This is an optimization exercise on Yosys and OpenROAD, whose aim is small area, a short achievable clock period and few clock cycles per item, not a production implementation. At most, simulation tests tie the RTL to the original design; equivalence was not proved. No functional check of the RTL was part of run 1.

## flow/design.v (module list and top-level ports; edited modules follow where they fit)
// module iterative_karatsuba_32_16: 4180 lines
module iterative_karatsuba_32_16(clk, rst, enable, A, B, C, done);
  // ...
==> flow/flow/run.sh <==
#!/bin/bash
# The standard layout with two changes:
#  - synthesis skips Yosys's early "abc -fast" (SYNTH_ARGS=-noabc), so the
#    multiplier's full adders reach extract_fa as written and no inverters
#    land between the adder cells;
#  - every port still gets its buffer, but a plain buf_2 rather than the
#    delay cell buffer_ports picks by default.
set -euo pipefail
export BUFFER_PORTS_ARGS="-buffer_cell sky130_fd_sc_hd__buf_2"
export SETUP_SLACK_MARGIN=18
bash standard.sh SYNTH_ARGS=-noabc synth > synth.log 2>&1
bash standard.sh > layout.log 2>&1
==> flow/standard.sh <==
#!/bin/bash
# synth_recipe.tcl (not shown) runs the flow's synth.tcl, then flattens the netlist and writes it again
# the make line also repeats each setting of config.mk as NAME=value (left out here)
make -C /OpenROAD-flow-scripts/flow DESIGN_CONFIG=/design/flow/config.mk WORK_HOME=/design/flow/orfs CLKGATE_MAP_FILE= SYNTH_SCRIPT=/design/flow/synth_recipe.tcl "${@:-finish}"
==> flow/config.mk <==
export PLATFORM = sky130hd
export DESIGN_NAME = iterative_karatsuba_32_16
export DESIGN_NICKNAME = iterative_karatsuba_32_16
export VERILOG_FILES = /design/flow/design.v
export SDC_FILE = /design/flow/constraint.sdc
export NUM_CORES = 4
export LEC_CHECK = 0
export ABC_AREA = 1
export CAP_MARGIN = 20
export CORE_MARGIN = 2
export CORE_UTILIZATION = 40
export SLEW_MARGIN = 20
==> flow/constraint.sdc <==
create_clock -name core_clock -period 42.0 [get_ports {clk}]
set_input_delay 8.4000 -clock core_clock [delete_from_list [all_inputs] [get_ports {clk}]]
set_output_delay 8.4000 -clock core_clock [all_outputs]
set_load 0.01 [all_outputs]
==> key figures, run 1 <==
Outcome
  – Status: timing/DRC/antenna clean

Final layout
  – Multi-input gate area in the final layout: 0.0223 sq mm
  – Top Registers: P_q x64, held x1
  – Filler cell count: 6,331
  – Final Cell Area: 0.0273 sq mm
  – Area Growth Syn to Fin: 6.76%
  – Reg area: 0.00131 sq mm
  – Largest cell class by area: multi-input combinational cells

Drt
  – Drt wl/cell: 24.7 um
  – WL met2: 42.1 mm

Synthesis
  – Yosys cell types: 39
  – Post-Synth Adder-Cell Area: 42.8%
  – Synth Warn #: 1

STA
  – Final Critical Period: 23.78 ns
  – Max-slew violation count: 0

Setup path
  – CP startpoint: B[9]
  – Most numerous cell on the critical path: fa_1
  – Crit. End Element: output pin
  – Reg2reg setup slack: 40.14 ns
  – Crit path kind: input pin to output pin

CTS
  – Worst-path clk slew: 0.06 ns
  – Sink Count: 65

Place
  – Setup WS pre-CTS: 17.60 ns
  – Final HPWL DP: 63.1 mm

Hold path
  – Hold Crit Depth: 2

Floorplan
  – Well tap count: 846

GRT
  – Vias in the first global route: 23,170
==> run 2, diff against run 1 <==
--- a/flow/design.v
+++ b/flow/design.v
@@ -1701,391 +1701,7 @@
     wire fs1643;
     wire fc1644;
-    wire pg1645;
-    wire pp_1646;
-    wire pg1647;
-    wire pp_1648;
-    wire pg1649;
-    wire pp_1650;
-    wire pg1651;
-    wire pp_1652;
-    wire pg1653;
-    wire pp_1654;
-    wire pg1655;
-    wire pp_1656;
-    wire pg1657;
-    wire pp_1658;
-    wire pg1659;
-    wire pp_1660;
-    wire pg1661;
-    wire pp_1662;
-    wire pg1663;
-    wire pp_1664;
-    wire pg1665;
-    wire pp_1666;
-    wire pg1667;
-    wire pp_1668;
-    wire pg1669;
-    wire pp_1670;
-    wire pg1671;
-    wire pp_1672;
-    wire pg1673;
-    wire pp_1674;
-    wire pg1675;
-    wire pp_1676;
-    wire pg1677;
-    wire pp_1678;
-    wire pg1679;
-    wire pp_1680;
-    wire pg1681;
-    wire pp_1682;
-    wire pg1683;
-    wire pp_1684;
-    wire pg1685;
-    wire pp_1686;
-    wire pg1687;
-    wire pp_1688;
-    wire pg1689;
-    wire pp_1690;
-    wire pg1691;
-    wire pp_1692;
-    wire pg1693;
-    wire pp_1694;
-    wire pg1695;
-    wire pp_1696;
-    wire pg1697;
-    wire pp_1698;
-    wire pg1699;
-    wire pp_1700;
-    wire pg1701;
-    wire pp_1702;
-    wire pg1703;
-    wire pp_1704;
-    wire pg1705;
-    wire pp_1706;
-    wire pg1707;
-    wire pp_1708;
-    wire pg1709;
-    wire pp_1710;
-    wire pg1711;
-    wire pp_1712;
-    wire pg1713;
-    wire pp_1714;
-    wire pg1715;
-    wire pp_1716;
-    wire pg1717;
-    wire pp_1718;
-    wire pg1719;
-    wire pp_1720;
-    wire pg1721;
-    wire pp_1722;
-    wire pg1723;
-    wire pp_1724;
-    wire pg1725;
-    wire pp_1726;
-    wire pg1727;
-    wire pp_1728;
-    wire pg1729;
-    wire pp_1730;
-    wire pg1731;
-    wire pp_1732;
-    wire pg1733;
-    wire pp_1734;
-    wire pg1735;
-    wire pp_1736;
-    wire pg1737;
-    wire pp_1738;
-    wire pg1739;
-    wire pp_1740;
-    wire pg1741;
-    wire pp_1742;
-    wire pg1743;
-    wire pp_1744;
-    wire pg1745;
-    wire pp_1746;
-    wire pg1747;
-    wire pp_1748;
-    wire pg1749;
-    wire pp_1750;
-    wire pg1751;
-    wire pp_1752;
-    wire pg1753;
-    wire pp_1754;
-    wire pg1755;
-    wire pp_1756;
-    wire pg1757;
-    wire pp_1758;
-    wire pg1759;
-    wire pp_1760;
-    wire pg1761;
-    wire pp_1762;
-    wire pg1763;
-    wire pp_1764;
-    wire pg1765;
-    wire pp_1766;
-    wire pg1767;
-    wire pp_1768;
-    wire pg1769;
-    wire pp_1770;
-    wire pg1771;
-    wire pp_1772;
-    wire pg1773;
-    wire pp_1774;
-    wire pg1775;
-    wire pp_1776;
-    wire pg1777;
-    wire pp_1778;
-    wire pg1779;
-    wire pp_1780;
-    wire pg1781;
-    wire pp_1782;
-    wire pg1783;
-    wire pp_1784;
-    wire pg1785;
-    wire pp_1786;
-    wire pg1787;
-    wire pp_1788;
-    wire pg1789;
-    wire pp_1790;
-    wire pg1791;
-    wire pp_1792;
-    wire pg1793;
-    wire pp_1794;
-    wire pg1795;
-    wire pp_1796;
-    wire pg1797;
-    wire pp_1798;
-    wire pg1799;
-    wire pp_1800;
-    wire pg1801;
-    wire pp_1802;
-    wire pg1803;
-    wire pp_1804;
-    wire pg1805;
-    wire pp_1806;
-    wire pg1807;
-    wire pp_1808;
-    wire pg1809;
-    wire pp_1810;
-    wire pg1811;
-    wire pp_1812;
-    wire pg1813;
-    wire pp_1814;
-    wire pg1815;
-    wire pp_1816;
-    wire pg1817;
-    wire pp_1818;
-    wire pg1819;
-    wire pp_1820;
-    wire pg1821;
-    wire pp_1822;
-    wire pg1823;
-    wire pp_1824;
-    wire pg1825;
-    wire pp_1826;
-    wire pg1827;
-    wire pp_1828;
-    wire pg1829;
-    wire pp_1830;
-    wire pg1831;
-    wire pp_1832;
-    wire pg1833;
-    wire pp_1834;
-    wire pg1835;
-    wire pp_1836;
-    wire pg1837;
-    wire pp_1838;
-    wire pg1839;
-    wire pp_1840;
-    wire pg1841;
-    wire pp_1842;
-    wire pg1843;
-    wire pp_1844;
-    wire pg1845;
-    wire pp_1846;
-    wire pg1847;
-    wire pp_1848;
-    wire pg1849;
-    wire pp_1850;
-    wire pg1851;
-    wire pp_1852;
-    wire pg1853;
-    wire pp_1854;
-    wire pg1855;
-    wire pp_1856;
-    wire pg1857;
-    wire pp_1858;
-    wire pg1859;
-    wire pp_1860;
-    wire pg1861;
-    wire pp_1862;
-    wire pg1863;
-    wire pp_1864;
-    wire pg1865;
-    wire pp_1866;
-    wire pg1867;
-    wire pp_1868;
-    wire pg1869;
-    wire pp_1870;
-    wire pg1871;
-    wire pp_1872;
-    wire pg1873;
-    wire pp_1874;
-    wire pg1875;
-    wire pp_1876;
-    wire pg1877;
-    wire pp_1878;
-    wire pg1879;
-    wire pp_1880;
-    wire pg1881;
-    wire pp_1882;
-    wire pg1883;
-    wire pp_1884;
-    wire pg1885;
-    wire pp_1886;
-    wire pg1887;
-    wire pp_1888;
-    wire pg1889;
-    wire pp_1890;
-    wire pg1891;
-    wire pp_1892;
-    wire pg1893;
-    wire pp_1894;
-    wire pg1895;
-    wire pp_1896;
-    wire pg1897;
-    wire pp_1898;
-    wire pg1899;
-    wire pp_1900;
-    wire pg1901;
-    wire pp_1902;
-    wire pg1903;
-    wire pp_1904;
-    wire pg1905;
-    wire pp_1906;
-    wire pg1907;
-    wire pp_1908;
-    wire pg1909;
-    wire pp_1910;
-    wire pg1911;
-    wire pp_1912;
-    wire pg1913;
-    wire pp_1914;
-    wire pg1915;
-    wire pp_1916;
-    wire pg1917;
-    wire pp_1918;
-    wire pg1919;
-    wire pp_1920;
-    wire pg1921;
-    wire pp_1922;
-    wire pg1923;
-    wire pp_1924;
-    wire pg1925;
-    wire pp_1926;
-    wire pg1927;
-    wire pp_1928;
-    wire pg1929;
-    wire pp_1930;
-    wire pg1931;
-    wire pp_1932;
-    wire pg1933;
-    wire pp_1934;
-    wire pg1935;
-    wire pp_1936;
-    wire pg1937;
-    wire pp_1938;
-    wire pg1939;
-    wire pp_1940;
-    wire pg1941;
-    wire pp_1942;
-    wire pg1943;
-    wire pp_1944;
-    wire pg1945;
-    wire pp_1946;
-    wire pg1947;
-    wire pp_1948;
-    wire pg1949;
-    wire pp_1950;
-    wire pg1951;
-    wire pp_1952;
-    wire pg1953;
-    wire pp_1954;
-    wire pg1955;
-    wire pp_1956;
-    wire pg1957;
-    wire pp_1958;
-    wire pg1959;
-    wire pp_1960;
-    wire pg1961;
-    wire pp_1962;
-    wire pg1963;
-    wire pp_1964;
-    wire pg1965;
-    wire pp_1966;
-    wire pg1967;
-    wire pp_1968;
-    wire pg1969;
-    wire pp_1970;
-    wire pg1971;
-    wire pp_1972;
-    wire pg1973;
-    wire pp_1974;
-    wire pg1975;
-    wire pp_1976;
-    wire pg1977;
-    wire pp_1978;
-    wire pg1979;
-    wire pp_1980;
-    wire pg1981;
-    wire pp_1982;
-    wire pg1983;
-    wire pp_1984;
-    wire pg1985;
-    wire pp_1986;
-    wire pg1987;
-    wire pp_1988;
-    wire pg1989;
-    wire pp_1990;
-    wire pg1991;
-    wire pp_1992;
-    wire pg1993;
-    wire pp_1994;
-    wire pg1995;
-    wire pp_1996;
-    wire pg1997;
-    wire pp_1998;
-    wire pg1999;
-    wire pp_2000;
-    wire pg2001;
-    wire pp_2002;
-    wire pg2003;
-    wire pp_2004;
-    wire pg2005;
-    wire pp_2006;
-    wire pg2007;
-    wire pp_2008;
-    wire pg2009;
-    wire pp_2010;
-    wire pg2011;
-    wire pp_2012;
-    wire pg2013;
-    wire pp_2014;
-    wire pg2015;
-    wire pp_2016;
-    wire pg2017;
-    wire pp_2018;
-    wire pg2019;
-    wire pp_2020;
-    wire pg2021;
-    wire pp_2022;
-    wire pg2023;
-    wire pp_2024;
-    wire pg2025;
-    wire pp_2026;
-    wire pg2027;
-    wire pp_2028;
     assign bx1_0 = B[0] ^ 1'b0;
-    assign bx2_0 = (B[1] ^ B[0]) & ~(B[0] ^ 1'b0);
-    assign bng_0 = B[1];
+    assign bx2_0 = (B[1] & ~B[0] & ~1'b0) | (~B[1] & B[0] & 1'b0);
+    assign bng_0 = B[1] & ~(B[0] & 1'b0);
     assign pp1 = ((A[0] & bx1_0) | (1'b0 & bx2_0)) ^ bng_0;
     assign pp2 = ((A[1] & bx1_0) | (A[0] & bx2_0)) ^ bng_0;
@@ -2124,6 +1740,6 @@
     assign ps35 = ~bng_0;
     assign bx1_1 = B[2] ^ B[1];
-    assign bx2_1 = (B[3] ^ B[2]) & ~(B[2] ^ B[1]);
-    assign bng_1 = B[3];
+    assign bx2_1 = (B[3] & ~B[2] & ~B[1]) | (~B[3] & B[2] & B[1]);
+    assign bng_1 = B[3] & ~(B[2] & B[1]);
     assign pp36 = ((A[0] & bx1_1) | (1'b0 & bx2_1)) ^ bng_1;
     assign pp37 = ((A[1] & bx1_1) | (A[0] & bx2_1)) ^ bng_1;
@@ -2162,6 +1778,6 @@
     assign ps70 = ~bng_1;
     assign bx1_2 = B[4] ^ B[3];
-    assign bx2_2 = (B[5] ^ B[4]) & ~(B[4] ^ B[3]);
-    assign bng_2 = B[5];
+    assign bx2_2 = (B[5] & ~B[4] & ~B[3]) | (~B[5] & B[4] & B[3]);
+    assign bng_2 = B[5] & ~(B[4] & B[3]);
     assign pp71 = ((A[0] & bx1_2) | (1'b0 & bx2_2)) ^ bng_2;
     assign pp72 = ((A[1] & bx1_2) | (A[0] & bx2_2)) ^ bng_2;
@@ -2200,6 +1816,6 @@
     assign ps105 = ~bng_2;
     assign bx1_3 = B[6] ^ B[5];
-    assign bx2_3 = (B[7] ^ B[6]) & ~(B[6] ^ B[5]);
-    assign bng_3 = B[7];
+    assign bx2_3 = (B[7] & ~B[6] & ~B[5]) | (~B[7] & B[6] & B[5]);
+    assign bng_3 = B[7] & ~(B[6] & B[5]);
     assign pp106 = ((A[0] & bx1_3) | (1'b0 & bx2_3)) ^ bng_3;
     assign pp107 = ((A[1] & bx1_3) | (A[0] & bx2_3)) ^ bng_3;
@@ -2238,6 +1854,6 @@
     assign ps140 = ~bng_3;
     assign bx1_4 = B[8] ^ B[7];
-    assign bx2_4 = (B[9] ^ B[8]) & ~(B[8] ^ B[7]);
-    assign bng_4 = B[9];
+    assign bx2_4 = (B[9] & ~B[8] & ~B[7]) | (~B[9] & B[8] & B[7]);
+    assign bng_4 = B[9] & ~(B[8] & B[7]);
     assign pp141 = ((A[0] & bx1_4) | (1'b0 & bx2_4)) ^ bng_4;
     assign pp142 = ((A[1] & bx1_4) | (A[0] & bx2_4)) ^ bng_4;
@@ -2276,6 +1892,6 @@
     assign ps175 = ~bng_4;
     assign bx1_5 = B[10] ^ B[9];
-    assign bx2_5 = (B[11] ^ B[10]) & ~(B[10] ^ B[9]);
-    assign bng_5 = B[11];
+    assign bx2_5 = (B[11] & ~B[10] & ~B[9]) | (~B[11] & B[10] & B[9]);
+    assign bng_5 = B[11] & ~(B[10] & B[9]);
     assign pp176 = ((A[0] & bx1_5) | (1'b0 & bx2_5)) ^ bng_5;
     assign pp177 = ((A[1] & bx1_5) | (A[0] & bx2_5)) ^ bng_5;
@@ -2314,6 +1930,6 @@
     assign ps210 = ~bng_5;
     assign bx1_6 = B[12] ^ B[11];
-    assign bx2_6 = (B[13] ^ B[12]) & ~(B[12] ^ B[11]);
-    assign bng_6 = B[13];
+    assign bx2_6 = (B[13] & ~B[12] & ~B[11]) | (~B[13] & B[12] & B[11]);
+    assign bng_6 = B[13] & ~(B[12] & B[11]);
     assign pp211 = ((A[0] & bx1_6) | (1'b0 & bx2_6)) ^ bng_6;
     assign pp212 = ((A[1] & bx1_6) | (A[0] & bx2_6)) ^ bng_6;
@@ -2352,6 +1968,6 @@
     assign ps245 = ~bng_6;
     assign bx1_7 = B[14] ^ B[13];
-    assign bx2_7 = (B[15] ^ B[14]) & ~(B[14] ^ B[13]);
-    assign bng_7 = B[15];
+    assign bx2_7 = (B[15] & ~B[14] & ~B[13]) | (~B[15] & B[14] & B[13]);
+    assign bng_7 = B[15] & ~(B[14] & B[13]);
     assign pp246 = ((A[0] & bx1_7) | (1'b0 & bx2_7)) ^ bng_7;
     assign pp247 = ((A[1] & bx1_7) | (A[0] & bx2_7)) ^ bng_7;
@@ -2390,6 +2006,6 @@
     assign ps280 = ~bng_7;
     assign bx1_8 = B[16] ^ B[15];
-    assign bx2_8 = (B[17] ^ B[16]) & ~(B[16] ^ B[15]);
-    assign bng_8 = B[17];
+    assign bx2_8 = (B[17] & ~B[16] & ~B[15]) | (~B[17] & B[16] & B[15]);
+    assign bng_8 = B[17] & ~(B[16] & B[15]);
     assign pp281 = ((A[0] & bx1_8) | (1'b0 & bx2_8)) ^ bng_8;
     assign pp282 = ((A[1] & bx1_8) | (A[0] & bx2_8)) ^ bng_8;
@@ -2428,6 +2044,6 @@
     assign ps315 = ~bng_8;
     assign bx1_9 = B[18] ^ B[17];
-    assign bx2_9 = (B[19] ^ B[18]) & ~(B[18] ^ B[17]);
-    assign bng_9 = B[19];
+    assign bx2_9 = (B[19] & ~B[18] & ~B[17]) | (~B[19] & B[18] & B[17]);
+    assign bng_9 = B[19] & ~(B[18] & B[17]);
     assign pp316 = ((A[0] & bx1_9) | (1'b0 & bx2_9)) ^ bng_9;
     assign pp317 = ((A[1] & bx1_9) | (A[0] & bx2_9)) ^ bng_9;
@@ -2466,6 +2082,6 @@
     assign ps350 = ~bng_9;
     assign bx1_10 = B[20] ^ B[19];
-    assign bx2_10 = (B[21] ^ B[20]) & ~(B[20] ^ B[19]);
-    assign bng_10 = B[21];
+    assign bx2_10 = (B[21] & ~B[20] & ~B[19]) | (~B[21] & B[20] & B[19]);
+    assign bng_10 = B[21] & ~(B[20] & B[19]);
     assign pp351 = ((A[0] & bx1_10) | (1'b0 & bx2_10)) ^ bng_10;
     assign pp352 = ((A[1] & bx1_10) | (A[0] & bx2_10)) ^ bng_10;
@@ -2504,6 +2120,6 @@
     assign ps385 = ~bng_10;
     assign bx1_11 = B[22] ^ B[21];
-    assign bx2_11 = (B[23] ^ B[22]) & ~(B[22] ^ B[21]);
-    assign bng_11 = B[23];
+    assign bx2_11 = (B[23] & ~B[22] & ~B[21]) | (~B[23] & B[22] & B[21]);
+    assign bng_11 = B[23] & ~(B[22] & B[21]);
     assign pp386 = ((A[0] & bx1_11) | (1'b0 & bx2_11)) ^ bng_11;
     assign pp387 = ((A[1] & bx1_11) | (A[0] & bx2_11)) ^ bng_11;
@@ -2542,6 +2158,6 @@
     assign ps420 = ~bng_11;
     assign bx1_12 = B[24] ^ B[23];
-    assign bx2_12 = (B[25] ^ B[24]) & ~(B[24] ^ B[23]);
-    assign bng_12 = B[25];
+    assign bx2_12 = (B[25] & ~B[24] & ~B[23]) | (~B[25] & B[24] & B[23]);
+    assign bng_12 = B[25] & ~(B[24] & B[23]);
     assign pp421 = ((A[0] & bx1_12) | (1'b0 & bx2_12)) ^ bng_12;
     assign pp422 = ((A[1] & bx1_12) | (A[0] & bx2_12)) ^ bng_12;
@@ -2580,6 +2196,6 @@
     assign ps455 = ~bng_12;
     assign bx1_13 = B[26] ^ B[25];
-    assign bx2_13 = (B[27] ^ B[26]) & ~(B[26] ^ B[25]);
-    assign bng_13 = B[27];
+    assign bx2_13 = (B[27] & ~B[26] & ~B[25]) | (~B[27] & B[26] & B[25]);
+    assign bng_13 = B[27] & ~(B[26] & B[25]);
     assign pp456 = ((A[0] & bx1_13) | (1'b0 & bx2_13)) ^ bng_13;
     assign pp457 = ((A[1] & bx1_13) | (A[0] & bx2_13)) ^ bng_13;
@@ -2618,6 +2234,6 @@
     assign ps490 = ~bng_13;
     assign bx1_14 = B[28] ^ B[27];
-    assign bx2_14 = (B[29] ^ B[28]) & ~(B[28] ^ B[27]);
-    assign bng_14 = B[29];
+    assign bx2_14 = (B[29] & ~B[28] & ~B[27]) | (~B[29] & B[28] & B[27]);
+    assign bng_14 = B[29] & ~(B[28] & B[27]);
     assign pp491 = ((A[0] & bx1_14) | (1'b0 & bx2_14)) ^ bng_14;
     assign pp492 = ((A[1] & bx1_14) | (A[0] & bx2_14)) ^ bng_14;
@@ -2656,6 +2272,6 @@
     assign ps525 = ~bng_14;
     assign bx1_15 = B[30] ^ B[29];
-    assign bx2_15 = (B[31] ^ B[30]) & ~(B[30] ^ B[29]);
-    assign bng_15 = B[31];
+    assign bx2_15 = (B[31] & ~B[30] & ~B[29]) | (~B[31] & B[30] & B[29]);
+    assign bng_15 = B[31] & ~(B[30] & B[29]);
     assign pp526 = ((A[0] & bx1_15) | (1'b0 & bx2_15)) ^ bng_15;
     assign pp527 = ((A[1] & bx1_15) | (A[0] & bx2_15)) ^ bng_15;
@@ -3779,393 +3395,5 @@
     wire [63:0] xn = {fc1642, fc1640, fc1638, fc1636, fc1634, fc1632, fc1630, fc1628, fc1626, fc1624, fc1622, fc1620, fc1618, fc1616, fc1614, fc1612, fc1610, fc1608, fc1606, fc1604, fc1602, fc1600, fc1598, fc1596, fc1594, fc1592, fc1590, fc1588, fc1586, fc1584, fc1582, fc1580, fc1578, fc1576, fc1574, fc1572, fc1570, fc1568, fc1566, fc1564, fc1562, fc1560, fc1558, fc1556, fc1554, fc1552, fc1550, fc1548, fc1546, fc1544, fc1542, fc1540, fc1538, fc1536, fc1534, fc1532, fc1530, fc1528, fc1526, hc1524, hc1522, hs1521, pp2, pn34};
     wire [63:0] yn = {fs1643, fs1641, fs1639, fs1637, fs1635, fs1633, fs1631, fs1629, fs1627, fs1625, fs1623, fs1621, fs1619, fs1617, fs1615, fs1613, fs1611, fs1609, fs1607, fs1605, fs1603, fs1601, fs1599, fs1597, fs1595, fs1593, fs1591, fs1589, fs1587, fs1585, fs1583, fs1581, fs1579, fs1577, fs1575, fs1573, fs1571, fs1569, fs1567, fs1565, fs1563, fs1561, fs1559, fs1557, fs1555, fs1553, fs1551, fs1549, fs1547, fs1545, fs1543, fs1541, fs1539, fs1537, fs1535, fs1533, fs1531, fs1529, fs1527, fs1525, hs1523, pp36, 1'b0, pp1};
-    wire [63:0] xa = xn;
-    wire [63:0] ya = yn;
-    wire [63:0] g0 = xa & ya;
-    wire [63:0] p0 = xa ^ ya;
-    assign pg1645 = g0[1] | (p0[1] & g0[0]);
-    assign pp_1646 = p0[1] & p0[0];
-    assign pg1647 = g0[3] | (p0[3] & g0[2]);
-    assign pp_1648 = p0[3] & p0[2];
-    assign pg1649 = g0[5] | (p0[5] & g0[4]);
-    assign pp_1650 = p0[5] & p0[4];
-    assign pg1651 = g0[7] | (p0[7] & g0[6]);
-    assign pp_1652 = p0[7] & p0[6];
-    assign pg1653 = g0[9] | (p0[9] & g0[8]);
-    assign pp_1654 = p0[9] & p0[8];
-    assign pg1655 = g0[11] | (p0[11] & g0[10]);
-    assign pp_1656 = p0[11] & p0[10];
-    assign pg1657 = g0[13] | (p0[13] & g0[12]);
-    assign pp_1658 = p0[13] & p0[12];
-    assign pg1659 = g0[15] | (p0[15] & g0[14]);
-    assign pp_1660 = p0[15] & p0[14];
-    assign pg1661 = g0[17] | (p0[17] & g0[16]);
-    assign pp_1662 = p0[17] & p0[16];
-    assign pg1663 = g0[19] | (p0[19] & g0[18]);
-    assign pp_1664 = p0[19] & p0[18];
-    assign pg1665 = g0[21] | (p0[21] & g0[20]);
-    assign pp_1666 = p0[21] & p0[20];
-    assign pg1667 = g0[23] | (p0[23] & g0[22]);
-    assign pp_1668 = p0[23] & p0[22];
-    assign pg1669 = g0[25] | (p0[25] & g0[24]);
-    assign pp_1670 = p0[25] & p0[24];
-    assign pg1671 = g0[27] | (p0[27] & g0[26]);
-    assign pp_1672 = p0[27] & p0[26];
-    assign pg1673 = g0[29] | (p0[29] & g0[28]);
-    assign pp_1674 = p0[29] & p0[28];
-    assign pg1675 = g0[31] | (p0[31] & g0[30]);
-    assign pp_1676 = p0[31] & p0[30];
-    assign pg1677 = g0[33] | (p0[33] & g0[32]);
-    assign pp_1678 = p0[33] & p0[32];
-    assign pg1679 = g0[35] | (p0[35] & g0[34]);
-    assign pp_1680 = p0[35] & p0[34];
-    assign pg1681 = g0[37] | (p0[37] & g0[36]);
-    assign pp_1682 = p0[37] & p0[36];
-    assign pg1683 = g0[39] | (p0[39] & g0[38]);
-    assign pp_1684 = p0[39] & p0[38];
-    assign pg1685 = g0[41] | (p0[41] & g0[40]);
-    assign pp_1686 = p0[41] & p0[40];
-    assign pg1687 = g0[43] | (p0[43] & g0[42]);
-    assign pp_1688 = p0[43] & p0[42];
-    assign pg1689 = g0[45] | (p0[45] & g0[44]);
-    assign pp_1690 = p0[45] & p0[44];
-    assign pg1691 = g0[47] | (p0[47] & g0[46]);
-    assign pp_1692 = p0[47] & p0[46];
-    assign pg1693 = g0[49] | (p0[49] & g0[48]);
-    assign pp_1694 = p0[49] & p0[48];
-    assign pg1695 = g0[51] | (p0[51] & g0[50]);
-    assign pp_1696 = p0[51] & p0[50];
-    assign pg1697 = g0[53] | (p0[53] & g0[52]);
-    assign pp_1698 = p0[53] & p0[52];
-    assign pg1699 = g0[55] | (p0[55] & g0[54]);
-    assign pp_1700 = p0[55] & p0[54];
-    assign pg1701 = g0[57] | (p0[57] & g0[56]);
-    assign pp_1702 = p0[57] & p0[56];
-    assign pg1703 = g0[59] | (p0[59] & g0[58]);
-    assign pp_1704 = p0[59] & p0[58];
-    assign pg1705 = g0[61] | (p0[61] & g0[60]);
-    assign pp_1706 = p0[61] & p0[60];
-    assign pg1707 = g0[63] | (p0[63] & g0[62]);
-    assign pp_1708 = p0[63] & p0[62];
-    assign pg1709 = g0[2] | (p0[2] & pg1645);
-    assign pp_1710 = p0[2] & pp_1646;
-    assign pg1711 = pg1647 | (pp_1648 & pg1645);
-    assign pp_1712 = pp_1648 & pp_1646;
-    assign pg1713 = g0[6] | (p0[6] & pg1649);
-    assign pp_1714 = p0[6] & pp_1650;
-    assign pg1715 = pg1651 | (pp_1652 & pg1649);
-    assign pp_1716 = pp_1652 & pp_1650;
-    assign pg1717 = g0[10] | (p0[10] & pg1653);
-    assign pp_1718 = p0[10] & pp_1654;
-    assign pg1719 = pg1655 | (pp_1656 & pg1653);
-    assign pp_1720 = pp_1656 & pp_1654;
-    assign pg1721 = g0[14] | (p0[14] & pg1657);
-    assign pp_1722 = p0[14] & pp_1658;
-    assign pg1723 = pg1659 | (pp_1660 & pg1657);
-    assign pp_1724 = pp_1660 & pp_1658;
-    assign pg1725 = g0[18] | (p0[18] & pg1661);
-    assign pp_1726 = p0[18] & pp_1662;
-    assign pg1727 = pg1663 | (pp_1664 & pg1661);
-    assign pp_1728 = pp_1664 & pp_1662;
-    assign pg1729 = g0[22] | (p0[22] & pg1665);
-    assign pp_1730 = p0[22] & pp_1666;
-    assign pg1731 = pg1667 | (pp_1668 & pg1665);
-    assign pp_1732 = pp_1668 & pp_1666;
-    assign pg1733 = g0[26] | (p0[26] & pg1669);
-    assign pp_1734 = p0[26] & pp_1670;
-    assign pg1735 = pg1671 | (pp_1672 & pg1669);
-    assign pp_1736 = pp_1672 & pp_1670;
-    assign pg1737 = g0[30] | (p0[30] & pg1673);
-    assign pp_1738 = p0[30] & pp_1674;
-    assign pg1739 = pg1675 | (pp_1676 & pg1673);
-    assign pp_1740 = pp_1676 & pp_1674;
-    assign pg1741 = g0[34] | (p0[34] & pg1677);
-    assign pp_1742 = p0[34] & pp_1678;
-    assign pg1743 = pg1679 | (pp_1680 & pg1677);
-    assign pp_1744 = pp_1680 & pp_1678;
-    assign pg1745 = g0[38] | (p0[38] & pg1681);
-    assign pp_1746 = p0[38] & pp_1682;
-    assign pg1747 = pg1683 | (pp_1684 & pg1681);
-    assign pp_1748 = pp_1684 & pp_1682;
-    assign pg1749 = g0[42] | (p0[42] & pg1685);
-    assign pp_1750 = p0[42] & pp_1686;
-    assign pg1751 = pg1687 | (pp_1688 & pg1685);
-    assign pp_1752 = pp_1688 & pp_1686;
-    assign pg1753 = g0[46] | (p0[46] & pg1689);
-    assign pp_1754 = p0[46] & pp_1690;
-    assign pg1755 = pg1691 | (pp_1692 & pg1689);
-    assign pp_1756 = pp_1692 & pp_1690;
-    assign pg1757 = g0[50] | (p0[50] & pg1693);
-    assign pp_1758 = p0[50] & pp_1694;
-    assign pg1759 = pg1695 | (pp_1696 & pg1693);
-    assign pp_1760 = pp_1696 & pp_1694;
-    assign pg1761 = g0[54] | (p0[54] & pg1697);
-    assign pp_1762 = p0[54] & pp_1698;
-    assign pg1763 = pg1699 | (pp_1700 & pg1697);
-    assign pp_1764 = pp_1700 & pp_1698;
-    assign pg1765 = g0[58] | (p0[58] & pg1701);
-    assign pp_1766 = p0[58] & pp_1702;
-    assign pg1767 = pg1703 | (pp_1704 & pg1701);
-    assign pp_1768 = pp_1704 & pp_1702;
-    assign pg1769 = g0[62] | (p0[62] & pg1705);
-    assign pp_1770 = p0[62] & pp_1706;
-    assign pg1771 = pg1707 | (pp_1708 & pg1705);
-    assign pp_1772 = pp_1708 & pp_1706;
-    assign pg1773 = g0[4] | (p0[4] & pg1711);
-    assign pp_1774 = p0[4] & pp_1712;
-    assign pg1775 = pg1649 | (pp_1650 & pg1711);
-    assign pp_1776 = pp_1650 & pp_1712;
-    assign pg1777 = pg1713 | (pp_1714 & pg1711);
-    assign pp_1778 = pp_1714 & pp_1712;
-    assign pg1779 = pg1715 | (pp_1716 & pg1711);
-    assign pp_1780 = pp_1716 & pp_1712;
-    assign pg1781 = g0[12] | (p0[12] & pg1719);
-    assign pp_1782 = p0[12] & pp_1720;
-    assign pg1783 = pg1657 | (pp_1658 & pg1719);
-    assign pp_1784 = pp_1658 & pp_1720;
-    assign pg1785 = pg1721 | (pp_1722 & pg1719);
-    assign pp_1786 = pp_1722 & pp_1720;
-    assign pg1787 = pg1723 | (pp_1724 & pg1719);
-    assign pp_1788 = pp_1724 & pp_1720;
-    assign pg1789 = g0[20] | (p0[20] & pg1727);
-    assign pp_1790 = p0[20] & pp_1728;
-    assign pg1791 = pg1665 | (pp_1666 & pg1727);
-    assign pp_1792 = pp_1666 & pp_1728;
-    assign pg1793 = pg1729 | (pp_1730 & pg1727);
-    assign pp_1794 = pp_1730 & pp_1728;
-    assign pg1795 = pg1731 | (pp_1732 & pg1727);
-    assign pp_1796 = pp_1732 & pp_1728;
-    assign pg1797 = g0[28] | (p0[28] & pg1735);
-    assign pp_1798 = p0[28] & pp_1736;
-    assign pg1799 = pg1673 | (pp_1674 & pg1735);
-    assign pp_1800 = pp_1674 & pp_1736;
-    assign pg1801 = pg1737 | (pp_1738 & pg1735);
-    assign pp_1802 = pp_1738 & pp_1736;
-    assign pg1803 = pg1739 | (pp_1740 & pg1735);
-    assign pp_1804 = pp_1740 & pp_1736;
-    assign pg1805 = g0[36] | (p0[36] & pg1743);
-    assign pp_1806 = p0[36] & pp_1744;
-    assign pg1807 = pg1681 | (pp_1682 & pg1743);
-    assign pp_1808 = pp_1682 & pp_1744;
-    assign pg1809 = pg1745 | (pp_1746 & pg1743);
-    assign pp_1810 = pp_1746 & pp_1744;
-    assign pg1811 = pg1747 | (pp_1748 & pg1743);
-    assign pp_1812 = pp_1748 & pp_1744;
-    assign pg1813 = g0[44] | (p0[44] & pg1751);
-    assign pp_1814 = p0[44] & pp_1752;
-    assign pg1815 = pg1689 | (pp_1690 & pg1751);
-    assign pp_1816 = pp_1690 & pp_1752;
-    assign pg1817 = pg1753 | (pp_1754 & pg1751);
-    assign pp_1818 = pp_1754 & pp_1752;
-    assign pg1819 = pg1755 | (pp_1756 & pg1751);
-    assign pp_1820 = pp_1756 & pp_1752;
-    assign pg1821 = g0[52] | (p0[52] & pg1759);
-    assign pp_1822 = p0[52] & pp_1760;
-    assign pg1823 = pg1697 | (pp_1698 & pg1759);
-    assign pp_1824 = pp_1698 & pp_1760;
-    assign pg1825 = pg1761 | (pp_1762 & pg1759);
-    assign pp_1826 = pp_1762 & pp_1760;
-    assign pg1827 = pg1763 | (pp_1764 & pg1759);
-    assign pp_1828 = pp_1764 & pp_1760;
-    assign pg1829 = g0[60] | (p0[60] & pg1767);
-    assign pp_1830 = p0[60] & pp_1768;
-    assign pg1831 = pg1705 | (pp_1706 & pg1767);
-    assign pp_1832 = pp_1706 & pp_1768;
-    assign pg1833 = pg1769 | (pp_1770 & pg1767);
-    assign pp_1834 = pp_1770 & pp_1768;
-    assign pg1835 = pg1771 | (pp_1772 & pg1767);
-    assign pp_1836 = pp_1772 & pp_1768;
-    assign pg1837 = g0[8] | (p0[8] & pg1779);
-    assign pp_1838 = p0[8] & pp_1780;
-    assign pg1839 = pg1653 | (pp_1654 & pg1779);
-    assign pp_1840 = pp_1654 & pp_1780;
-    assign pg1841 = pg1717 | (pp_1718 & pg1779);
-    assign pp_1842 = pp_1718 & pp_1780;
-    assign pg1843 = pg1719 | (pp_1720 & pg1779);
-    assign pp_1844 = pp_1720 & pp_1780;
-    assign pg1845 = pg1781 | (pp_1782 & pg1779);
-    assign pp_1846 = pp_1782 & pp_1780;
-    assign pg1847 = pg1783 | (pp_1784 & pg1779);
-    assign pp_1848 = pp_1784 & pp_1780;
-    assign pg1849 = pg1785 | (pp_1786 & pg1779);
-    assign pp_1850 = pp_1786 & pp_1780;
-    assign pg1851 = pg1787 | (pp_1788 & pg1779);
-    assign pp_1852 = pp_1788 & pp_1780;
-    assign pg1853 = g0[24] | (p0[24] & pg1795);
-    assign pp_1854 = p0[24] & pp_1796;
-    assign pg1855 = pg1669 | (pp_1670 & pg1795);
-    assign pp_1856 = pp_1670 & pp_1796;
-    assign pg1857 = pg1733 | (pp_1734 & pg1795);
-    assign pp_1858 = pp_1734 & pp_1796;
-    assign pg1859 = pg1735 | (pp_1736 & pg1795);
-    assign pp_1860 = pp_1736 & pp_1796;
-    assign pg1861 = pg1797 | (pp_1798 & pg1795);
-    assign pp_1862 = pp_1798 & pp_1796;
-    assign pg1863 = pg1799 | (pp_1800 & pg1795);
-    assign pp_1864 = pp_1800 & pp_1796;
-    assign pg1865 = pg1801 | (pp_1802 & pg1795);
-    assign pp_1866 = pp_1802 & pp_1796;
-    assign pg1867 = pg1803 | (pp_1804 & pg1795);
-    assign pp_1868 = pp_1804 & pp_1796;
-    assign pg1869 = g0[40] | (p0[40] & pg1811);
-    assign pp_1870 = p0[40] & pp_1812;
-    assign pg1871 = pg1685 | (pp_1686 & pg1811);
-    assign pp_1872 = pp_1686 & pp_1812;
-    assign pg1873 = pg1749 | (pp_1750 & pg1811);
-    assign pp_1874 = pp_1750 & pp_1812;
-    assign pg1875 = pg1751 | (pp_1752 & pg1811);
-    assign pp_1876 = pp_1752 & pp_1812;
-    assign pg1877 = pg1813 | (pp_1814 & pg1811);
-    assign pp_1878 = pp_1814 & pp_1812;
-    assign pg1879 = pg1815 | (pp_1816 & pg1811);
-    assign pp_1880 = pp_1816 & pp_1812;
-    assign pg1881 = pg1817 | (pp_1818 & pg1811);
-    assign pp_1882 = pp_1818 & pp_1812;
-    assign pg1883 = pg1819 | (pp_1820 & pg1811);
-    assign pp_1884 = pp_1820 & pp_1812;
-    assign pg1885 = g0[56] | (p0[56] & pg1827);
-    assign pp_1886 = p0[56] & pp_1828;
-    assign pg1887 = pg1701 | (pp_1702 & pg1827);
-    assign pp_1888 = pp_1702 & pp_1828;
-    assign pg1889 = pg1765 | (pp_1766 & pg1827);
-    assign pp_1890 = pp_1766 & pp_1828;
-    assign pg1891 = pg1767 | (pp_1768 & pg1827);
-    assign pp_1892 = pp_1768 & pp_1828;
-    assign pg1893 = pg1829 | (pp_1830 & pg1827);
-    assign pp_1894 = pp_1830 & pp_1828;
-    assign pg1895 = pg1831 | (pp_1832 & pg1827);
-    assign pp_1896 = pp_1832 & pp_1828;
-    assign pg1897 = pg1833 | (pp_1834 & pg1827);
-    assign pp_1898 = pp_1834 & pp_1828;
-    assign pg1899 = pg1835 | (pp_1836 & pg1827);
-    assign pp_1900 = pp_1836 & pp_1828;
-    assign pg1901 = g0[16] | (p0[16] & pg1851);
-    assign pp_1902 = p0[16] & pp_1852;
-    assign pg1903 = pg1661 | (pp_1662 & pg1851);
-    assign pp_1904 = pp_1662 & pp_1852;
-    assign pg1905 = pg1725 | (pp_1726 & pg1851);
-    assign pp_1906 = pp_1726 & pp_1852;
-    assign pg1907 = pg1727 | (pp_1728 & pg1851);
-    assign pp_1908 = pp_1728 & pp_1852;
-    assign pg1909 = pg1789 | (pp_1790 & pg1851);
-    assign pp_1910 = pp_1790 & pp_1852;
-    assign pg1911 = pg1791 | (pp_1792 & pg1851);
-    assign pp_1912 = pp_1792 & pp_1852;
-    assign pg1913 = pg1793 | (pp_1794 & pg1851);
-    assign pp_1914 = pp_1794 & pp_1852;
-    assign pg1915 = pg1795 | (pp_1796 & pg1851);
-    assign pp_1916 = pp_1796 & pp_1852;
-    assign pg1917 = pg1853 | (pp_1854 & pg1851);
-    assign pp_1918 = pp_1854 & pp_1852;
-    assign pg1919 = pg1855 | (pp_1856 & pg1851);
-    assign pp_1920 = pp_1856 & pp_1852;
-    assign pg1921 = pg1857 | (pp_1858 & pg1851);
-    assign pp_1922 = pp_1858 & pp_1852;
-    assign pg1923 = pg1859 | (pp_1860 & pg1851);
-    assign pp_1924 = pp_1860 & pp_1852;
-    assign pg1925 = pg1861 | (pp_1862 & pg1851);
-    assign pp_1926 = pp_1862 & pp_1852;
-    assign pg1927 = pg1863 | (pp_1864 & pg1851);
-    assign pp_1928 = pp_1864 & pp_1852;
-    assign pg1929 = pg1865 | (pp_1866 & pg1851);
-    assign pp_1930 = pp_1866 & pp_1852;
-    assign pg1931 = pg1867 | (pp_1868 & pg1851);
-    assign pp_1932 = pp_1868 & pp_1852;
-    assign pg1933 = g0[48] | (p0[48] & pg1883);
-    assign pp_1934 = p0[48] & pp_1884;
-    assign pg1935 = pg1693 | (pp_1694 & pg1883);
-    assign pp_1936 = pp_1694 & pp_1884;
-    assign pg1937 = pg1757 | (pp_1758 & pg1883);
-    assign pp_1938 = pp_1758 & pp_1884;
-    assign pg1939 = pg1759 | (pp_1760 & pg1883);
-    assign pp_1940 = pp_1760 & pp_1884;
-    assign pg1941 = pg1821 | (pp_1822 & pg1883);
-    assign pp_1942 = pp_1822 & pp_1884;
-    assign pg1943 = pg1823 | (pp_1824 & pg1883);
-    assign pp_1944 = pp_1824 & pp_1884;
-    assign pg1945 = pg1825 | (pp_1826 & pg1883);
-    assign pp_1946 = pp_1826 & pp_1884;
-    assign pg1947 = pg1827 | (pp_1828 & pg1883);
-    assign pp_1948 = pp_1828 & pp_1884;
-    assign pg1949 = pg1885 | (pp_1886 & pg1883);
-    assign pp_1950 = pp_1886 & pp_1884;
-    assign pg1951 = pg1887 | (pp_1888 & pg1883);
-    assign pp_1952 = pp_1888 & pp_1884;
-    assign pg1953 = pg1889 | (pp_1890 & pg1883);
-    assign pp_1954 = pp_1890 & pp_1884;
-    assign pg1955 = pg1891 | (pp_1892 & pg1883);
-    assign pp_1956 = pp_1892 & pp_1884;
-    assign pg1957 = pg1893 | (pp_1894 & pg1883);
-    assign pp_1958 = pp_1894 & pp_1884;
-    assign pg1959 = pg1895 | (pp_1896 & pg1883);
-    assign pp_1960 = pp_1896 & pp_1884;
-    assign pg1961 = pg1897 | (pp_1898 & pg1883);
-    assign pp_1962 = pp_1898 & pp_1884;
-    assign pg1963 = pg1899 | (pp_1900 & pg1883);
-    assign pp_1964 = pp_1900 & pp_1884;
-    assign pg1965 = g0[32] | (p0[32] & pg1931);
-    assign pp_1966 = p0[32] & pp_1932;
-    assign pg1967 = pg1677 | (pp_1678 & pg1931);
-    assign pp_1968 = pp_1678 & pp_1932;
-    assign pg1969 = pg1741 | (pp_1742 & pg1931);
-    assign pp_1970 = pp_1742 & pp_1932;
-    assign pg1971 = pg1743 | (pp_1744 & pg1931);
-    assign pp_1972 = pp_1744 & pp_1932;
-    assign pg1973 = pg1805 | (pp_1806 & pg1931);
-    assign pp_1974 = pp_1806 & pp_1932;
-    assign pg1975 = pg1807 | (pp_1808 & pg1931);
-    assign pp_1976 = pp_1808 & pp_1932;
-    assign pg1977 = pg1809 | (pp_1810 & pg1931);
-    assign pp_1978 = pp_1810 & pp_1932;
-    assign pg1979 = pg1811 | (pp_1812 & pg1931);
-    assign pp_1980 = pp_1812 & pp_1932;
-    assign pg1981 = pg1869 | (pp_1870 & pg1931);
-    assign pp_1982 = pp_1870 & pp_1932;
-    assign pg1983 = pg1871 | (pp_1872 & pg1931);
-    assign pp_1984 = pp_1872 & pp_1932;
-    assign pg1985 = pg1873 | (pp_1874 & pg1931);
-    assign pp_1986 = pp_1874 & pp_1932;
-    assign pg1987 = pg1875 | (pp_1876 & pg1931);
-    assign pp_1988 = pp_1876 & pp_1932;
-    assign pg1989 = pg1877 | (pp_1878 & pg1931);
-    assign pp_1990 = pp_1878 & pp_1932;
-    assign pg1991 = pg1879 | (pp_1880 & pg1931);
-    assign pp_1992 = pp_1880 & pp_1932;
-    assign pg1993 = pg1881 | (pp_1882 & pg1931);
-    assign pp_1994 = pp_1882 & pp_1932;
-    assign pg1995 = pg1883 | (pp_1884 & pg1931);
-    assign pp_1996 = pp_1884 & pp_1932;
-    assign pg1997 = pg1933 | (pp_1934 & pg1931);
-    assign pp_1998 = pp_1934 & pp_1932;
-    assign pg1999 = pg1935 | (pp_1936 & pg1931);
-    assign pp_2000 = pp_1936 & pp_1932;
-    assign pg2001 = pg1937 | (pp_1938 & pg1931);
-    assign pp_2002 = pp_1938 & pp_1932;
-    assign pg2003 = pg1939 | (pp_1940 & pg1931);
-    assign pp_2004 = pp_1940 & pp_1932;
-    assign pg2005 = pg1941 | (pp_1942 & pg1931);
-    assign pp_2006 = pp_1942 & pp_1932;
-    assign pg2007 = pg1943 | (pp_1944 & pg1931);
-    assign pp_2008 = pp_1944 & pp_1932;
-    assign pg2009 = pg1945 | (pp_1946 & pg1931);
-    assign pp_2010 = pp_1946 & pp_1932;
-    assign pg2011 = pg1947 | (pp_1948 & pg1931);
-    assign pp_2012 = pp_1948 & pp_1932;
-    assign pg2013 = pg1949 | (pp_1950 & pg1931);
-    assign pp_2014 = pp_1950 & pp_1932;
-    assign pg2015 = pg1951 | (pp_1952 & pg1931);
-    assign pp_2016 = pp_1952 & pp_1932;
-    assign pg2017 = pg1953 | (pp_1954 & pg1931);
-    assign pp_2018 = pp_1954 & pp_1932;
-    assign pg2019 = pg1955 | (pp_1956 & pg1931);
-    assign pp_2020 = pp_1956 & pp_1932;
-    assign pg2021 = pg1957 | (pp_1958 & pg1931);
-    assign pp_2022 = pp_1958 & pp_1932;
-    assign pg2023 = pg1959 | (pp_1960 & pg1931);
-    assign pp_2024 = pp_1960 & pp_1932;
-    assign pg2025 = pg1961 | (pp_1962 & pg1931);
-    assign pp_2026 = pp_1962 & pp_1932;
-    assign pg2027 = pg1963 | (pp_1964 & pg1931);
-    assign pp_2028 = pp_1964 & pp_1932;
-    wire [63:0] prod = {p0[63] ^ pg2025, p0[62] ^ pg2023, p0[61] ^ pg2021, p0[60] ^ pg2019, p0[59] ^ pg2017, p0[58] ^ pg2015, p0[57] ^ pg2013, p0[56] ^ pg2011, p0[55] ^ pg2009, p0[54] ^ pg2007, p0[53] ^ pg2005, p0[52] ^ pg2003, p0[51] ^ pg2001, p0[50] ^ pg1999, p0[49] ^ pg1997, p0[48] ^ pg1995, p0[47] ^ pg1993, p0[46] ^ pg1991, p0[45] ^ pg1989, p0[44] ^ pg1987, p0[43] ^ pg1985, p0[42] ^ pg1983, p0[41] ^ pg1981, p0[40] ^ pg1979, p0[39] ^ pg1977, p0[38] ^ pg1975, p0[37] ^ pg1973, p0[36] ^ pg1971, p0[35] ^ pg1969, p0[34] ^ pg1967, p0[33] ^ pg1965, p0[32] ^ pg1931, p0[31] ^ pg1929, p0[30] ^ pg1927, p0[29] ^ pg1925, p0[28] ^ pg1923, p0[27] ^ pg1921, p0[26] ^ pg1919, p0[25] ^ pg1917, p0[24] ^ pg1915, p0[23] ^ pg1913, p0[22] ^ pg1911, p0[21] ^ pg1909, p0[20] ^ pg1907, p0[19] ^ pg1905, p0[18] ^ pg1903, p0[17] ^ pg1901, p0[16] ^ pg1851, p0[15] ^ pg1849, p0[14] ^ pg1847, p0[13] ^ pg1845, p0[12] ^ pg1843, p0[11] ^ pg1841, p0[10] ^ pg1839, p0[9] ^ pg1837, p0[8] ^ pg1779, p0[7] ^ pg1777, p0[6] ^ pg1775, p0[5] ^ pg1773, p0[4] ^ pg1711, p0[3] ^ pg1709, p0[2] ^ pg1645, p0[1] ^ g0[0], p0[0]};
+    wire [63:0] prod = xn + yn;
     wire [63:0] C_n = held ? P_q : prod;
     always @(posedge clk) begin
==> key figures, run 2 <==
Floorplan
  – Core area: 0.0669 sq mm
  – Die height: 264 um
  – Initial Util: 40.3%
  – Ports: 132
  – Cell Rows: 95
  – Die ar.: 0.0695 sq mm
  – Die Wd: 264 um

STA
  – RSZ-0062 raised after global routing: false
  – Post-route worst setup slack: 18.33 ns
  – Worst Skew: 0.0116 ns
  – Max-slew violation count: 0 (unchanged)
  – # setup viols final: 0
  – Hold Vio Cnt, Final: 0
  – Final TNS setup: 0 ns
  – Worst slew pin tran: 0.959 ns
  – Max_slew headroom: 36.0%
  – Final worst-path cycle share: 56.3%
  – Max frequency: 42.3 MHz
  – Final Critical Period: 23.67 ns (-0.117 ns)

Job
  – Max cap viols: 0

GRT
  – Initial antenna violation count: 1
  – Total GRT Usage: 30.0%
  – Largest net degree at the start of global routing: 80
  – Vias in the first global route: 25,343 (+9.4%)
  – First-pass GRT wire length: 158 mm
  – Gr ovfl total: 0

Final layout
  – Top Registers: P_q x64, held x1
  – # nets final: 3,943
  – Area Growth Syn to Fin: 6.47%
  – Biggest register: P_q
  – Filler cell count: 6,867 (+8.5%)
  – Commonest non-fill, non-tap cells in the layout: xor2_1, o22ai_1, fa_1
  – Largest register FFs: 64
  – Commonest non-fill, non-tap cell in the layout: xor2_1
  – Share of cells above drive strength 1: 8.69%
  – Final Cell Area: 0.0287 sq mm (+5.1%)
  – Layout Utilization: 42.9%

Synthesis
  – Post-synth EDFFs: 0
  – Post-Syn Nets: 3,978
  – Synth area leaders: fa_1, xor2_1, o22ai_1, nand2_1, ha_1
  – Main synth FF type: dfxtp_1
  – Yosys cell types: 42 (+7.7%)
  – Seq/Total Area, Yosys: 4.82%
  – Share of the synthesized area in the top cell type: 34.7%
  – Count leader, synth: xor2_1
  – Post-Syn Area: 0.0270 sq mm
  – FF+latch count, synth: 65
  – Async SR Flop Fraction: 0%
  – Synth top cells by count: xor2_1, o22ai_1, fa_1, nand2_1, inv_1
  – Syn Area/Cell: 8.15 sq um
  – Cells after Synth: 3,311
  – Synth area leader: fa_1
  – Synth Warn #: 1 (unchanged)

CTS
  – PostCTS Resize Cnt: 0
  – Root buffer cell: clkbuf_16
  – Worst-path clk slew: 0.05 ns (about the same)
  – Worst-skew pair later-pin latency: 0.35 ns
  – Hold bufs inserted after CTS: 0
  – Sink Count: 65 (unchanged)
  – CTS tree: yes
  – H-tree depth: 3
  – Setup Fix Bufs, Post-CTS: 0
  – Deepest clock path buffer count: 2
  – TritonCTS buffer count: 9

Setup path
  – Crit path kind: input pin to output pin
  – CP cell instances: buf_2 -> buf_4 -> inv_1 -> or2_2 -> clkinv_1 -> buf_4 -> fa_1 -> fa_1 -> fa_1 -> fa_1 -> fa_1 -> fa_1 -> ha_1 -> a21oi_1 -> o21ai_0 -> o21bai_1 -> a21oi_1 -> nor2_1 -> nor2_1 -> nand2_1 -> nand2_1 -> nand3_1 -> nand2_1 -> buf_2
  – Critical path data arrival time: 15.27 ns
  – Critical path required time: 33.60 ns
  – Worst path max stage delay: 0.58 ns
  – Most numerous cell on the critical path: fa_1
  – Startpoint types: input pin
  – Crit path max fanout: 33
  – CP max stage cell: fa_1
  – Crit. End Element: output pin

Drt
  – Starting DRT DRC Count: 2,712
  – DR pass1 iterations: 6
  – Vias: 24,917
  – Drt wl/cell: 25.5 um (+3.3%)
  – Post-DRT Antenna Nets: 0
  – Vias per cell: 6.00
  – DRC viols: 0
  – Post-Route WL: 106 mm

Place
  – Placer Congestion: 0.978
  – Post-Place Cell Area: 0.0284 sq mm
  – Setup WS pre-CTS: 18.45 ns (+0.848 ns)
  – Final HPWL DP: 74.3 mm (+18%)
  – Port bufs: 131

Outcome
  – Status: timing/DRC/antenna clean

Hold path
  – Worst min path class: flop to flop
## run 2: kinds of logic after synthesis
kind of cell             after synthesis  synth area share (%)
AO/OA/AOI/OAI                        707                  15.9
XOR/XNOR                             538                  17.5
adder cells (fa/ha/maj)              600                  40.9
buffers and inverters                575                  8.30
flip-flops                            65                  4.82
AND/OR/NAND/NOR                      826                  12.7
## run 2: worst paths after layout
path	from	to	slack, ns	cells past startpoint
max	B[31]	C[58]	18.33	24
min	P_q[58]$_DFF_P_	P_q[58]$_DFF_P_	0.45	2
max reg2reg	held$_SDFFE_PP0P_	P_q[35]$_DFF_P_	39.95	5
min reg2reg	P_q[58]$_DFF_P_	P_q[58]$_DFF_P_	0.45	2
## run 2: final cells by class
class	count	area, sq um	area share [%]
Tap cell	873	1090	3.80
Clock buffer	10	229	0.797
Multi-Input combinational cell	2671	23500	82.0
Sequential cell	65	1300	4.53
Inverter	315	1180	4.12
Antenna cell	1	2.50	0.00871
Clock inverter	6	92.6	0.322
Timing Repair Buffer	214	1280	4.45
## run 2: worst max-delay path: cells and delay by family
family | cells | cell delay, ns
compound gates | 4 | 1.09
fa+ha+maj | 7 | 3.27
buf+inv | 6 | 1.50
simple gates | 7 | 0.95
## run 2: per-layer routing
layer	share of wire (%)	wire length [um]	GRT usage (%)	vias to the layer above
li1	-	-	-	10843
met1	39	41600	39.0	12066
met2	44	46400	46.0	1666
met3	12	12600	8.47	340
met4	5.1	5440	14.5	2
met5	0.017	18	0	-
## run 2: stage by stage
| step | cells | hold slack [ns] |
|---|---|---|
| 2_1_floorplan | 3311 | 0.484 |
| 5_1_grt | 4154 | 0.467 |
| 6_report | 4155 | 0.449 |
| 4_1_cts | 4154 | 0.450 |
| 3_3_place_gp | 4138 | 0.432 |
| 3_5_place_dp | 4138 | 0.432 |
Testbench counts of run 2, summed over its fixed seeds: cycles 3,208, items 3,200.
==> run 3, diff against run 2 <==
==> flow/flow/run.sh (replaced) <==
#!/bin/bash
# Standard layout, except that Yosys's early "abc -fast" inside synth is
# skipped (SYNTH_ARGS=-noabc): the multiplier's full adders then reach
# extract_fa as written, so no inverters land between the adder cells.
# Everything else is the standard.sh unchanged.
set -euo pipefail
bash standard.sh SYNTH_ARGS=-noabc synth > synth.log 2>&1
bash standard.sh > layout.log 2>&1
--- a/flow/config.mk
+++ b/flow/config.mk
@@ -6,5 +6,4 @@
 export NUM_CORES = 4
 export LEC_CHECK = 0
-export ABC_AREA = 1
 export CAP_MARGIN = 20
 export CORE_MARGIN = 2
==> key figures, run 3 <==
STA
  – Max_slew headroom: 27.0% (-8.9 points)
  – RSZ-0062 raised after global routing: false
  – # setup viols final: 0 (unchanged)
  – Worst slew pin tran: 1.09 ns (+0.135 ns)
  – Hold Vio Cnt, Final: 0 (unchanged)
  – Max frequency: 39.5 MHz (-6.4%)
  – Post-route worst setup slack: 16.70 ns (-1.63 ns)
  – Final TNS setup: 0 ns (unchanged)
  – Final Critical Period: 25.30 ns (+1.63 ns)
  – Worst Skew: 0.00813 ns (-0.00351 ns)
  – Final worst-path cycle share: 60.2% (+3.9 points)
  – Max-slew violation count: 0 (unchanged)

Setup path
  – Crit path max fanout: 32 (-3.0%)
  – Startpoint types: input pin
  – Crit path kind: input pin to output pin
  – Critical path data arrival time: 16.90 ns (+1.63 ns)
  – Critical path required time: 33.60 ns (about the same)
  – Crit. End Element: output pin

Final layout
  – Layout Utilization: 43.9% (+0.98 points)
  – Commonest non-fill, non-tap cell in the layout: xnor2_1
  – Biggest register: P_q
  – Top Registers: P_q x64, held x1
  – Largest register FFs: 64 (unchanged)
  – Commonest non-fill, non-tap cells in the layout: xnor2_1, fa_1, a22oi_1
  – Ant diodes: 0 (-1)
  – # nets final: 3,406 (-14%)
  – Area Growth Syn to Fin: 8.25%
  – Final Cell Area: 0.0284 sq mm (-1.1%)
  – Share of cells above drive strength 1: 5.28% (-3.4 points)

CTS
  – PostCTS Resize Cnt: 0 (unchanged)
  – TritonCTS buffer count: 9 (unchanged)
  – Worst-path clk slew: 0.05 ns (about the same)
  – Worst-skew pair later-pin latency: 0.34 ns (about the same)
  – Deepest clock path buffer count: 2 (unchanged)
  – CTS tree: yes
  – H-tree depth: 3 (unchanged)
  – Setup Fix Bufs, Post-CTS: 0 (unchanged)
  – Hold bufs inserted after CTS: 0 (unchanged)
  – Root buffer cell: clkbuf_16
  – Sink Count: 65 (unchanged)

Outcome
  – Status: timing/DRC/antenna clean

Drt
  – WL met2: 45.3 mm (-2.4%)
  – Post-Route WL: 105 mm (-1.1%)
  – Vias: 23,383 (-6.2%)
  – Vias per cell: 6.50 (+8.3%)
  – Top Layer Used: met5
  – Starting DRT DRC Count: 3,056 (+13%)
  – Drt wl/cell: 29.2 um (+14%)
  – DRC viols: 0 (unchanged)
  – Post-DRT Antenna Nets: 0 (unchanged)
  – Met3 routed WL: 13.9 mm (+10%)
  – DR pass1 iterations: 7 (+1)
  – Met1 WL: 40.9 mm (-1.7%)

Place
  – Final HPWL DP: 69.9 mm (-6.0%)
  – Post-Place Cell Area: 0.0281 sq mm (-1.0%)
  – Setup WS pre-CTS: 16.76 ns (-1.68 ns)
  – Port bufs: 131 (unchanged)
  – Placer Congestion: 0.937 (-4.2%)

Hold path
  – Worst min path class: flop to flop

Floorplan
  – Ports: 132 (unchanged)
  – Cell Rows: 93 (-2.1%)
  – Die ar.: 0.0677 sq mm (-2.7%)
  – Die Wd: 260 um (-1.4%)
  – Die height: 260 um (-1.4%)
  – Initial Util: 40.6% (+0.24 points)
  – Core area: 0.0647 sq mm (-3.3%)

Synthesis
  – Main synth FF type: dfxtp_1
  – Post-Syn Area: 0.0262 sq mm (-2.7%)
  – Synth area leaders: fa_1, xnor2_1, a22oi_1, ha_1, dfxtp_1
  – Count leader, synth: xnor2_1
  – Post-Syn Nets: 3,498 (-12%)
  – Seq/Total Area, Yosys: 4.96% (+0.14 points)
  – Yosys cell types: 70 (+67%)
  – Synth top cells by count: xnor2_1, fa_1, a22oi_1, clkbuf_1, nand2_1
  – Synth area leader: fa_1
  – FF+latch count, synth: 65 (unchanged)
  – Cells after Synth: 2,831 (-14%)
  – Syn Area/Cell: 9.27 sq um (+14%)
  – Async SR Flop Fraction: 0% (unchanged)
  – Post-synth EDFFs: 0 (unchanged)
  – Share of the synthesized area in the top cell type: 35.7% (+0.98 points)
  – Synth Warn #: 1 (unchanged)

GRT
  – Total GRT Usage: 30.7% (+0.64 points)
  – Initial antenna violation count: 3 (+2)
  – Gr ovfl total: 0 (unchanged)
  – Largest net degree at the start of global routing: 106 (+33%)
  – Vias in the first global route: 24,580 (-3.0%)
  – First-pass GRT wire length: 156 mm (-1.5%)

Job
  – Max cap viols: 0 (unchanged)
## run 3: area by class of cell
type / instances / area, sq um
Fill cell: 6264 / 36300
Multi-Input combinational cell: 2358 / 23500
Timing Repair Buffer: 210 / 1890
Sequential cell: 65 / 1310
Tap cell: 855 / 1070
Inverter: 95 / 357
Clock buffer: 11 / 243
Clock inverter: 5 / 55.1
## run 3: per-layer routing
layer  up-vias  global-route usage, %
li1       9549                      -
met1     11677                   40.6
met2      1778                   46.5
met3       377                   9.20
met4         2                   12.8
met5         -                      0
## run 3: logic make-up after synthesis
group,Yosys count,synth area share [%]
AO/OA/AOI/OAI,795,21.3
XOR/XNOR,556,18.6
adder cells (fa/ha/maj),600,42.0
buffers and inverters,408,5.87
flip-flops,65,4.96
multiplexers,23,0.896
AND/OR/NAND/NOR,384,6.42
## run 3: critical path, cell delays in order
cell             delay [ns]
clkdlybuf4s50_1        0.59
ha_1                   0.28
nand2b_1               0.34
clkinv_1               0.10
buf_4                  0.56
xnor2_1                0.21
fa_1                   0.61
fa_1                   0.45
fa_1                   0.42
fa_1                   0.54
fa_1                   0.41
ha_1                   0.39
a21oi_1                0.26
o21ai_0                0.23
o311ai_0               0.71
nor2_1                 0.14
a211oi_1               0.46
nor2_1                 0.14
a21oi_1                0.41
o21ai_0                0.21
xnor2_1                0.15
o21ai_0                0.24
clkdlybuf4s50_1        0.59
## run 3: through the flow
| stage | std cells | hold slack [ns] |
|---|---|---|
| global route | 3599 | 0.485 |
| CTS | 3599 | 0.467 |
| detailed placement | 3583 | 0.458 |
| finish | 3599 | 0.467 |
| global placement | 3583 | 0.450 |
| floorplan | 2831 | 0.478 |
## run 3: final timing paths
kind                                   startpoint         endpoint  slack (ns)  depth (start not counted)
worst min register to register    P_q[30]$_DFF_P_  P_q[30]$_DFF_P_        0.47                          2
worst max register to register  held$_SDFFE_PP0P_   P_q[0]$_DFF_P_       40.27                          2
worst min-delay path              P_q[30]$_DFF_P_  P_q[30]$_DFF_P_        0.47                          2
worst max-delay path                         B[3]            C[58]       16.70                         23

==> port drivers added, routing unchanged <==
The flow's constraints put no driver on any port. The routed layouts listed below were extracted and timed again, unchanged, in two steps. Step 1, drivers: a clkbuf_16 drives clk and a buf_2 each remaining input, both assumed. Step 2 times the ports against the registers' clock, not the clock port: input delays grow and output delays shrink by t, the midpoint of the rising clock arrivals with the driver on. Slacks: ideal / step 1 / step 2; pairs: ideal / step 1.
| run | shift t [ns] | setup WS [ns] | clock arrival spread, ns | worst slew at a driven data input, ns |
|---|---|---|---|---|
| run 1 | 0.434 | 18.217 / 18.198 / 18.198 | 0.013 / 0.013 | 0.04 |
| run 2 | 0.396 | 18.333 / 18.313 / 18.313 | 0.012 / 0.012 | 0.05 |
| run 3 | 0.389 | 16.702 / 16.680 / 16.680 | 0.009 / 0.009 | 0.05 |
After both steps every run listed still meets setup and hold. The setup slack of run 3, which loses most, moves by -0.022 ns with the drivers and by -0.022 ns with both steps.
